This is an optimization exercise on Yosys and OpenROAD, whose aim is small area and a short achievable clock period, not a production implementation.
Where RTL was checked, it was by simulation tests only, not by an equivalence proof against the original.

## run A
==> flow/design.v (excerpt) <==
module iir_variable_filter (
    input  wire               clk,
    input  wire               reset_n,
    input  wire        [8:0]  filter_index,
    input  wire signed [15:0] data_in,
    output wire signed [31:0] data_out
);
For scale: about 3000 cells after synthesis, about 140 flip-flops, about 59 I/O pins.
clock: 15.0 ns
lec_check: 0
abc_area: 1
cap_margin: 20
core_margin: 2
core_utilization: 50
cts_buf_list: sky130_fd_sc_hd__clkbuf_8 sky130_fd_sc_hd__clkbuf_16
setup_slack_margin: 5
slew_margin: 20
synth_hierarchical: 1
tns_end_percent: 0
standard.sh (not shown) runs the stock make flow with config.mk's settings and CLKGATE_MAP_FILE= SYNTH_SCRIPT=/design/flow/synth_recipe.tcl, a recipe that flattens the netlist after the stock synthesis.
==> flow/flow/run.sh <==
#!/bin/bash
# The standard layout (standard.sh: the standard flow's synthesis and ORFS flow, unchanged), except that the
# port buffers are the platform's smallest buffer (buffer_ports -buffer_cell) instead of the
# delay cell the resizer picks by default, and repair_timing aims for 6 ns of setup slack. make's full output goes to flow_make.log; ORFS keeps
# each step's own log under orfs/logs/.
set -euo pipefail
bash standard.sh "BUFFER_PORTS_ARGS=-buffer_cell sky130_fd_sc_hd__buf_1" SETUP_SLACK_MARGIN=6 finish > flow_make.log 2>&1
Input-level comparison between run B and run A:
==> flow/flow/run.sh <==
#!/bin/bash
# The standard layout (standard.sh: the standard flow's synthesis and ORFS flow, unchanged), except that the
# port buffers are the platform's smallest buffer (buffer_ports -buffer_cell) instead of the
# delay cell the resizer picks by default. make's full output goes to flow_make.log; ORFS keeps
# each step's own log under orfs/logs/.
set -euo pipefail
bash standard.sh "BUFFER_PORTS_ARGS=-buffer_cell sky130_fd_sc_hd__buf_1" finish > flow_make.log 2>&1
## What came out
Run B vs run A: maximum single-stage delay on the critical path down in run B
Post-layout minimum cycle time on run B is up relative to run A.
Utilization run A -> run B: down
Final sequential cell count: run B vs run A identical
Relative to run A, the post-detailed-routing wire length measured on run B has decreased by a little under 10%.
Comparing run A and run B, multi-input gate share of total cell area is higher on run B.
Run B ended with every stage complete and zero timing, DRC or antenna violations.

========
## harbor
iir_variable_filter, a different RTL version from the one above (not shown whole).
For scale: about 59 I/O pins, ~30000 um2 of cells after synthesis.
Settings: LEC_CHECK=0, ABC_AREA=1, CAP_MARGIN=20, CORE_MARGIN=2, CORE_UTILIZATION=50, CTS_BUF_LIST=sky130_fd_sc_hd__clkbuf_8 sky130_fd_sc_hd__clkbuf_16, SETUP_SLACK_MARGIN=5, SLEW_MARGIN=20, SYNTH_HIERARCHICAL=1, TNS_END_PERCENT=0; clock period 15.0 ns.
==> flow/flow/run.sh <==
#!/bin/bash
# The standard layout (standard.sh: the standard flow's synthesis and ORFS flow, unchanged), except that the
# port buffers are the platform's smallest buffer (buffer_ports -buffer_cell) instead of the
# delay cell the resizer picks by default. make's full output goes to flow_make.log; ORFS keeps
# each step's own log under orfs/logs/.
set -euo pipefail
bash standard.sh "BUFFER_PORTS_ARGS=-buffer_cell sky130_fd_sc_hd__buf_1" finish > flow_make.log 2>&1
Setup changes, harbor to nickel
# harbor
export LEC_CHECK = 0
export ABC_AREA = 1
export CAP_MARGIN = 20
export CORE_MARGIN = 2
export CORE_UTILIZATION = 50
export CTS_BUF_LIST = sky130_fd_sc_hd__clkbuf_8 sky130_fd_sc_hd__clkbuf_16
export SETUP_SLACK_MARGIN = 5
export SLEW_MARGIN = 20
export SYNTH_HIERARCHICAL = 1
export TNS_END_PERCENT = 0
create_clock -name core_clock -period 15.0 [get_ports {clk}]
# nickel
export LEC_CHECK = 0
export ABC_AREA = 1
export CAP_MARGIN = 20
export CORE_MARGIN = 2
export CORE_UTILIZATION = 60
export CTS_BUF_LIST = sky130_fd_sc_hd__clkbuf_8 sky130_fd_sc_hd__clkbuf_16
export SETUP_SLACK_MARGIN = 5
export SLEW_MARGIN = 20
export SYNTH_HIERARCHICAL = 1
export TNS_END_PERCENT = 0
create_clock -name core_clock -period 15.0 [get_ports {clk}]
Findings:
harbor -> nickel: number of cells after detailed placement decreased by a few percent
Status: setup slack of the critical path after layout parity (nickel, harbor)
filter_index[0] as the start point of the critical path was reported by nickel, and filter_index[1] by harbor.
The run showing the smaller path length in cells of the critical path is harbor.
Summary of nickel over harbor: wire length now sits lower, detailed-routing wirelength on met1 now sits lower, post-route fraction of the period consumed by the critical path now sits at about the same level, total track usage now sits higher.
Looking at non-clock buffer count in the final layout, nickel sits about 2.6% lower than harbor does.
The final reports for nickel and harbor show peak per-stage delay on the critical path higher in the former.
Function was not checked in any run of this note: the RTL went through the layout flow alone.

========
## maple
iir_variable_filter, a different RTL version from the one above (not shown whole).
For scale: ~2900 cells after synthesis, about 59 I/O pins, ~0.029 sq mm of cells after synthesis.
==> flow/config.mk <==
export PLATFORM = sky130hd
export DESIGN_NAME = iir_variable_filter
export DESIGN_NICKNAME = iir_variable_filter
export VERILOG_FILES = /design/flow/design.v
export SDC_FILE = /design/flow/constraint.sdc
export NUM_CORES = 4
export LEC_CHECK = 0
export ABC_AREA = 1
export CAP_MARGIN = 20
export CORE_MARGIN = 2
export CORE_UTILIZATION = 50
export CTS_BUF_LIST = sky130_fd_sc_hd__clkbuf_8 sky130_fd_sc_hd__clkbuf_16
export GPL_TIMING_DRIVEN = 0
export SETUP_SLACK_MARGIN = 5
export SLEW_MARGIN = 20
export SYNTH_HIERARCHICAL = 1
export TNS_END_PERCENT = 0
==> flow/constraint.sdc <==
create_clock -name core_clock -period 15.0 [get_ports {clk}]
set_input_delay 3.0000 -clock core_clock [delete_from_list [all_inputs] [get_ports {clk}]]
set_output_delay 3.0000 -clock core_clock [all_outputs]
set_load 0.01 [all_outputs]
run.sh (not shown) runs the stock make flow with config.mk's settings and CLKGATE_MAP_FILE= SYNTH_SCRIPT=/design/flow/synth_recipe.tcl, a recipe that flattens the netlist after the stock synthesis.
Stock flow here: none of the scripts above is used.
#### Input delta (lagoon over maple)
- changing CORE_UTILIZATION from 50 to 55
- removing GPL_TIMING_DRIVEN (formerly 0)
- setting PLACE_DENSITY to 0.7 for the first time
## What came out
- What maple reported for DRC marker count from the first detailed-route iteration has to be multiplied by 1.12 to get the figure for lagoon.
- lagoon ended with less number of resized instances in the post-cts repair step than maple.
- Against maple, horizontal die dimension in lagoon fell by a few percent.
- Of lagoon and maple, the higher critical path depth belongs to maple.
Modified inputs, fjord compared to lagoon
- a deleted PLACE_DENSITY that had been 0.7
- a change of CORE_UTILIZATION from 55 to 50
==> flow/flow/run.sh (new file) <==
#!/bin/bash
# The standard layout (standard.sh: the standard flow's synthesis and ORFS flow, unchanged), except that the
# port buffers are the platform's smallest buffer (buffer_ports -buffer_cell) instead of the
# delay cell the resizer picks by default, and repair_timing aims for 5.5 ns of setup slack. make's full output goes to flow_make.log; ORFS keeps
# each step's own log under orfs/logs/.
set -euo pipefail
bash standard.sh "BUFFER_PORTS_ARGS=-buffer_cell sky130_fd_sc_hd__buf_1" SETUP_SLACK_MARGIN=5.5 finish > flow_make.log 2>&1
==> flow/standard.sh (new file) <==
#!/bin/bash
# synth_recipe.tcl (not shown) runs the flow's synth.tcl, then flattens the netlist and writes it again
# the make line also repeats each setting of config.mk as NAME=value (left out here)
make -C /OpenROAD-flow-scripts/flow DESIGN_CONFIG=/design/flow/config.mk WORK_HOME=/design/flow/orfs CLKGATE_MAP_FILE= SYNTH_SCRIPT=/design/flow/synth_recipe.tcl "${@:-finish}"
removed: flow/run.sh
Notes after the runs:
- fjord against lagoon: flip-flop and latch count level; number of setup violations in the final report level.
Relative to fjord, the following input files were edited for indigo:
- a change of CORE_UTILIZATION from 50 to 45
==> flow/run.sh (new file) <==
#!/bin/bash
# synth_recipe.tcl (not shown) runs the flow's synth.tcl, then flattens the netlist and writes it again
# the make line also repeats each setting of config.mk as NAME=value (left out here)
make -C /OpenROAD-flow-scripts/flow DESIGN_CONFIG=/design/flow/config.mk WORK_HOME=/design/flow/orfs CLKGATE_MAP_FILE= SYNTH_SCRIPT=/design/flow/synth_recipe.tcl finish
removed: flow/flow/run.sh
removed: flow/standard.sh
Notes after the runs:
- From fjord to indigo the numbers moved as follows: core utilization has decreased, via count of the first global-routing pass has increased, overall via count from detail_route has decreased, detailed placement HPWL has increased.
- Diff indigo..fjord | synthesized instance count | negligible
- indigo vs. fjord: die area rose by 11%.
- Cell area reported after detailed placement: indigo higher than fjord
- indigo against fjord; logic depth of the worst path, buffers included is up by a few percent.
- Max count of clock-buffer cells in the layout across indigo and fjord: indigo

========
RTL: one of the versions met above, not the one the previous note started from.
For scale: roughly 2700 cells after synthesis, about 59 I/O pins, ~30000 sq um of cells after synthesis.
==> flow/config.mk <==
export PLATFORM = sky130hd
export DESIGN_NAME = iir_variable_filter
export DESIGN_NICKNAME = iir_variable_filter
export VERILOG_FILES = /design/flow/design.v
export SDC_FILE = /design/flow/constraint.sdc
export NUM_CORES = 4
export LEC_CHECK = 0
export CAP_MARGIN = 5
export CORE_MARGIN = 2
export CORE_UTILIZATION = 50
export CTS_BUF_LIST = sky130_fd_sc_hd__clkbuf_8
export SETUP_SLACK_MARGIN = 5
export SLEW_MARGIN = 5
export SYNTH_HIERARCHICAL = 1
export TNS_END_PERCENT = 0
==> flow/constraint.sdc <==
create_clock -name core_clock -period 15.0 [get_ports {clk}]
set_input_delay 3.0000 -clock core_clock [delete_from_list [all_inputs] [get_ports {clk}]]
set_output_delay 3.0000 -clock core_clock [all_outputs]
set_load 0.01 [all_outputs]
standard.sh (not shown) runs the stock make flow with config.mk's settings and CLKGATE_MAP_FILE= SYNTH_SCRIPT=/design/flow/synth_recipe.tcl, a recipe that flattens the netlist after the stock synthesis.
==> flow/flow/run.sh <==
#!/bin/bash
# The standard layout (standard.sh: the standard flow's synthesis and ORFS flow, unchanged), except that the
# port buffers are the platform's smallest buffer (buffer_ports -buffer_cell) instead of the
# delay cell the resizer picks by default. make's full output goes to flow_make.log; ORFS keeps
# each step's own log under orfs/logs/.
set -euo pipefail
bash standard.sh "BUFFER_PORTS_ARGS=-buffer_cell sky130_fd_sc_hd__buf_1" finish > flow_make.log 2>&1
The baseline went through all stages and came out clean.
Change:
--- a/flow/config.mk
+++ b/flow/config.mk
@@ -8 +8 @@
-export CAP_MARGIN = 5
+export CAP_MARGIN = 20
@@ -11,3 +11,3 @@
-export CTS_BUF_LIST = sky130_fd_sc_hd__clkbuf_8
-export SETUP_SLACK_MARGIN = 5
-export SLEW_MARGIN = 5
+export CTS_BUF_LIST = sky130_fd_sc_hd__clkbuf_8 sky130_fd_sc_hd__clkbuf_16
+export SETUP_SLACK_MARGIN = 4
+export SLEW_MARGIN = 20
What happened: Wire length falls by 5.1%; design area falls by 3.5%; worst setup slack loses 0.77 ns.
Change:
--- a/flow/config.mk
+++ b/flow/config.mk
@@ -11,2 +11,2 @@
-export CTS_BUF_LIST = sky130_fd_sc_hd__clkbuf_8 sky130_fd_sc_hd__clkbuf_16
-export SETUP_SLACK_MARGIN = 4
+export CTS_BUF_LIST = sky130_fd_sc_hd__clkbuf_8
+export SETUP_SLACK_MARGIN = 5
Result:
- routed wire length is higher by 5.4%
- sequential cell count stays the same
- die area does not change
- non-clock buffer count rose by 76
- register-to-register slack loses 0.11 ns
- synthesized area stays the same
- core utilization goes up by 1.9 points
- critical path depth went up by 6
- via count grows by 3.3%
Change:
--- a/flow/config.mk
+++ b/flow/config.mk
@@ -7,0 +8 @@
+export ABC_AREA = 1
@@ -11 +12,3 @@
-export CTS_BUF_LIST = sky130_fd_sc_hd__clkbuf_8
+export CTS_BUF_LIST = sky130_fd_sc_hd__clkbuf_8 sky130_fd_sc_hd__clkbuf_16
+export CTS_CLUSTER_DIAMETER = 100
+export CTS_CLUSTER_SIZE = 30
Result: Final cell count rises by 8.7%. Die area goes up by 0.42%. Clock skew decreases by 0.0063 ns. Setup slack gets better by 0.13 ns. Routed wire length hardly moves. Sequential share of layout area grows by 0.21 points. Via count climbs by 3.7%. Maximum frequency went up by 1.3%. Critical path depth falls by 2.

========
== run E ==
RTL: one of the versions met above, not the one the previous note started from.
Size: about 29000 µm² of cells after synthesis.
export LEC_CHECK = 0
export ABC_AREA = 1
export CAP_MARGIN = 20
export CORE_MARGIN = 2
export CORE_UTILIZATION = 50
export CTS_BUF_LIST = sky130_fd_sc_hd__clkbuf_8 sky130_fd_sc_hd__clkbuf_16
export SETUP_SLACK_MARGIN = 5
export SLEW_MARGIN = 20
export SYNTH_HIERARCHICAL = 1
export TNS_END_PERCENT = 0
create_clock -name core_clock -period 15.0 [get_ports {clk}]
Scripts as last shown in full above: flow/flow/run.sh
Looking at the reports, run E completed the entire flow and the layout it produced met the timing, design-rule and antenna checks.
Edits applied to the flow inputs when going from run E to run C:
==> flow/run.sh (new file) <==
#!/bin/bash
# synth_recipe.tcl (not shown) runs the flow's synth.tcl, then flattens the netlist and writes it again
# the make line also repeats each setting of config.mk as NAME=value (left out here)
make -C /OpenROAD-flow-scripts/flow DESIGN_CONFIG=/design/flow/config.mk WORK_HOME=/design/flow/orfs CLKGATE_MAP_FILE= SYNTH_SCRIPT=/design/flow/synth_recipe.tcl finish
removed: flow/flow/run.sh
removed: flow/standard.sh
[summary]
Number of antenna diodes: run C vs run E down 1. When run C is measured against run E, its global routing usage summed across all routing layers turns out 0.49 points higher. [compare] base=run E new=run C: pin slew with the least headroom to its limit now sits lower; met3 global-route usage now sits lower.

========
iir_variable_filter, a different RTL version from the one above (not shown whole).
Size: about 3100 cells after synthesis, ~120 flip-flops, about 59 I/O pins, about 32000 µm² of cells after synthesis.
make LEC_CHECK=0 CAP_MARGIN=20 CORE_MARGIN=2 CORE_UTILIZATION=40 SETUP_SLACK_MARGIN=5 SLEW_MARGIN=20 SYNTH_HIERARCHICAL=1 finish   # period 15.0 ns
run.sh (not shown) runs the stock make flow with config.mk's settings and CLKGATE_MAP_FILE= SYNTH_SCRIPT=/design/flow/synth_recipe.tcl, a recipe that flattens the netlist after the stock synthesis.
Stock flow here: none of the scripts above is used.
==> next run, changes <==
==> flow/flow/run.sh (new file) <==
#!/bin/bash
set -euo pipefail
bash standard.sh SETUP_SLACK_MARGIN=6.5 finish > flow_make.log 2>&1
==> flow/standard.sh (new file) <==
#!/bin/bash
# synth_recipe.tcl (not shown) runs the flow's synth.tcl, then flattens the netlist and writes it again
# the make line also repeats each setting of config.mk as NAME=value (left out here)
make -C /OpenROAD-flow-scripts/flow DESIGN_CONFIG=/design/flow/config.mk WORK_HOME=/design/flow/orfs CLKGATE_MAP_FILE= SYNTH_SCRIPT=/design/flow/synth_recipe.tcl "${@:-finish}"
Settings changed: CORE_UTILIZATION 40 to 60.
removed: flow/run.sh
=>
- global-route usage grows by 20 points
- setup slack is worse by 0.10 ns
No run of this note included a check of the RTL's function; only the layout flow was run.

========
iir_variable_filter with an RTL version that a note above also has.
Size in the first run: ~2700 cells after synthesis, about 59 I/O pins, ~30000 um^2 of cells after synthesis.
## iir_variable_filter
module iir_variable_filter (
    input  wire               clk,
    input  wire               reset_n,
    input  wire        [8:0]  filter_index,
    input  wire signed [15:0] data_in,
    output wire signed [31:0] data_out
);
export LEC_CHECK = 0
export CAP_MARGIN = 20
export CORE_MARGIN = 2
export CORE_UTILIZATION = 50
export CTS_BUF_LIST = sky130_fd_sc_hd__clkbuf_8
export SETUP_SLACK_MARGIN = 5
export SLEW_MARGIN = 20
export SYNTH_HIERARCHICAL = 1
create_clock -name core_clock -period 15.0 [get_ports {clk}]
standard.sh (not shown) runs the stock make flow with config.mk's settings and CLKGATE_MAP_FILE= SYNTH_SCRIPT=/design/flow/synth_recipe.tcl, a recipe that flattens the netlist after the stock synthesis.
==> flow/flow/run.sh <==
#!/bin/bash
# The standard layout (standard.sh: the standard flow's synthesis and ORFS flow, unchanged), except that the
# port buffers are the platform's smallest buffer (buffer_ports -buffer_cell) instead of the
# delay cell the resizer picks by default. make's full output goes to flow_make.log; ORFS keeps
# each step's own log under orfs/logs/.
set -euo pipefail
bash standard.sh "BUFFER_PORTS_ARGS=-buffer_cell sky130_fd_sc_hd__buf_1" finish > flow_make.log 2>&1
==> next run, changes <==
CTS_BUF_LIST = sky130_fd_sc_hd__clkbuf_8 sky130_fd_sc_hd__clkbuf_16   (was sky130_fd_sc_hd__clkbuf_8)
TNS_END_PERCENT = 0   (was unset)
Effect: Utilization grows by 0.84 points. Global-route usage grows by 0.31 points. Routed wire length grows by about 1%. Cell area grows by 1.5%. Setup slack improved by 0.0087 ns. Critical path depth is unchanged.

## separate check: timing with driven ports
How much do the figures lean on ideal ports? The routed layouts below were timed once more, with nothing changed but the port constraints. Step 1 sets driving cells, clkbuf_16 on the clock port and buf_2 on the other inputs (assumed; they add their load-dependent delay and slew). Step 2 also shifts input and output timing later by t, the mid clock arrival at the registers, as if the neighbouring blocks saw the same clock. a / b / c = no drivers / after step 1 / after step 2; a / b = the first two.
run	t, ns	setup slack, ns	worst hold slack (ns)	clock arrival spread, ns	slew at the worst register clock pin (ns)
run A	0.580	5.688 / 5.672 / 5.093	0.394 / 0.394 / 0.394	0.039 / 0.039	0.11 / 0.11
run B	0.558	5.107 / 5.143 / 4.585	0.389 / 0.389 / 0.389	0.024 / 0.024	0.09 / 0.09
harbor	0.557	5.163 / 5.210 / 4.653	0.395 / 0.395 / 0.395	0.029 / 0.028	0.10 / 0.10
nickel	0.567	5.164 / 5.207 / 4.640	0.382 / 0.382 / 0.382	0.030 / 0.030	0.10 / 0.10
maple	0.569	5.082 / 5.116 / 4.548	0.390 / 0.390 / 0.390	0.035 / 0.035	0.10 / 0.10
lagoon	0.561	5.051 / 5.096 / 4.535	0.391 / 0.391 / 0.391	0.022 / 0.022	0.09 / 0.09
fjord	0.568	5.608 / 5.642 / 5.074	0.390 / 0.390 / 0.390	0.031 / 0.031	0.10 / 0.10
indigo	0.563	5.198 / 5.245 / 4.682	0.384 / 0.384 / 0.384	0.031 / 0.030	0.09 / 0.09
the first run of note 4	0.644	4.976 / 4.978 / 4.334	0.397 / 0.397 / 0.397	0.034 / 0.034	0.12 / 0.12
the second run of note 4	0.566	4.202 / 4.239 / 3.673	0.394 / 0.394 / 0.394	0.034 / 0.034	0.10 / 0.10
the third run of note 4	0.644	4.976 / 4.978 / 4.334	0.397 / 0.397 / 0.397	0.034 / 0.034	0.12 / 0.12
the fourth run of note 4	0.558	5.107 / 5.143 / 4.585	0.389 / 0.389 / 0.389	0.024 / 0.024	0.09 / 0.09
run E	0.559	5.097 / 5.138 / 4.579	0.390 / 0.390 / 0.390	0.037 / 0.037	0.10 / 0.10
run C	0.579	5.179 / 5.227 / 4.648	0.393 / 0.393 / 0.393	0.032 / 0.031	0.10 / 0.10
the first run of note 6	0.552	4.913 / 4.932 / 4.380	0.382 / 0.382 / 0.382	0.022 / 0.021	0.08 / 0.08
the second run of note 6	0.538	4.809 / 4.833 / 4.295	0.374 / 0.374 / 0.374	0.017 / 0.017	0.08 / 0.08
the first run of note 7	0.652	4.968 / 4.969 / 4.317	0.398 / 0.398 / 0.398	0.040 / 0.040	0.12 / 0.12
the second run of note 7	0.562	4.977 / 4.977 / 4.415	0.397 / 0.397 / 0.397	0.022 / 0.021	0.08 / 0.08
After both steps setup and hold are still met in every run listed. For the first run of note 7, which loses most, drivers alone change the setup slack by +0.001 ns; drivers and shift together by -0.651 ns.
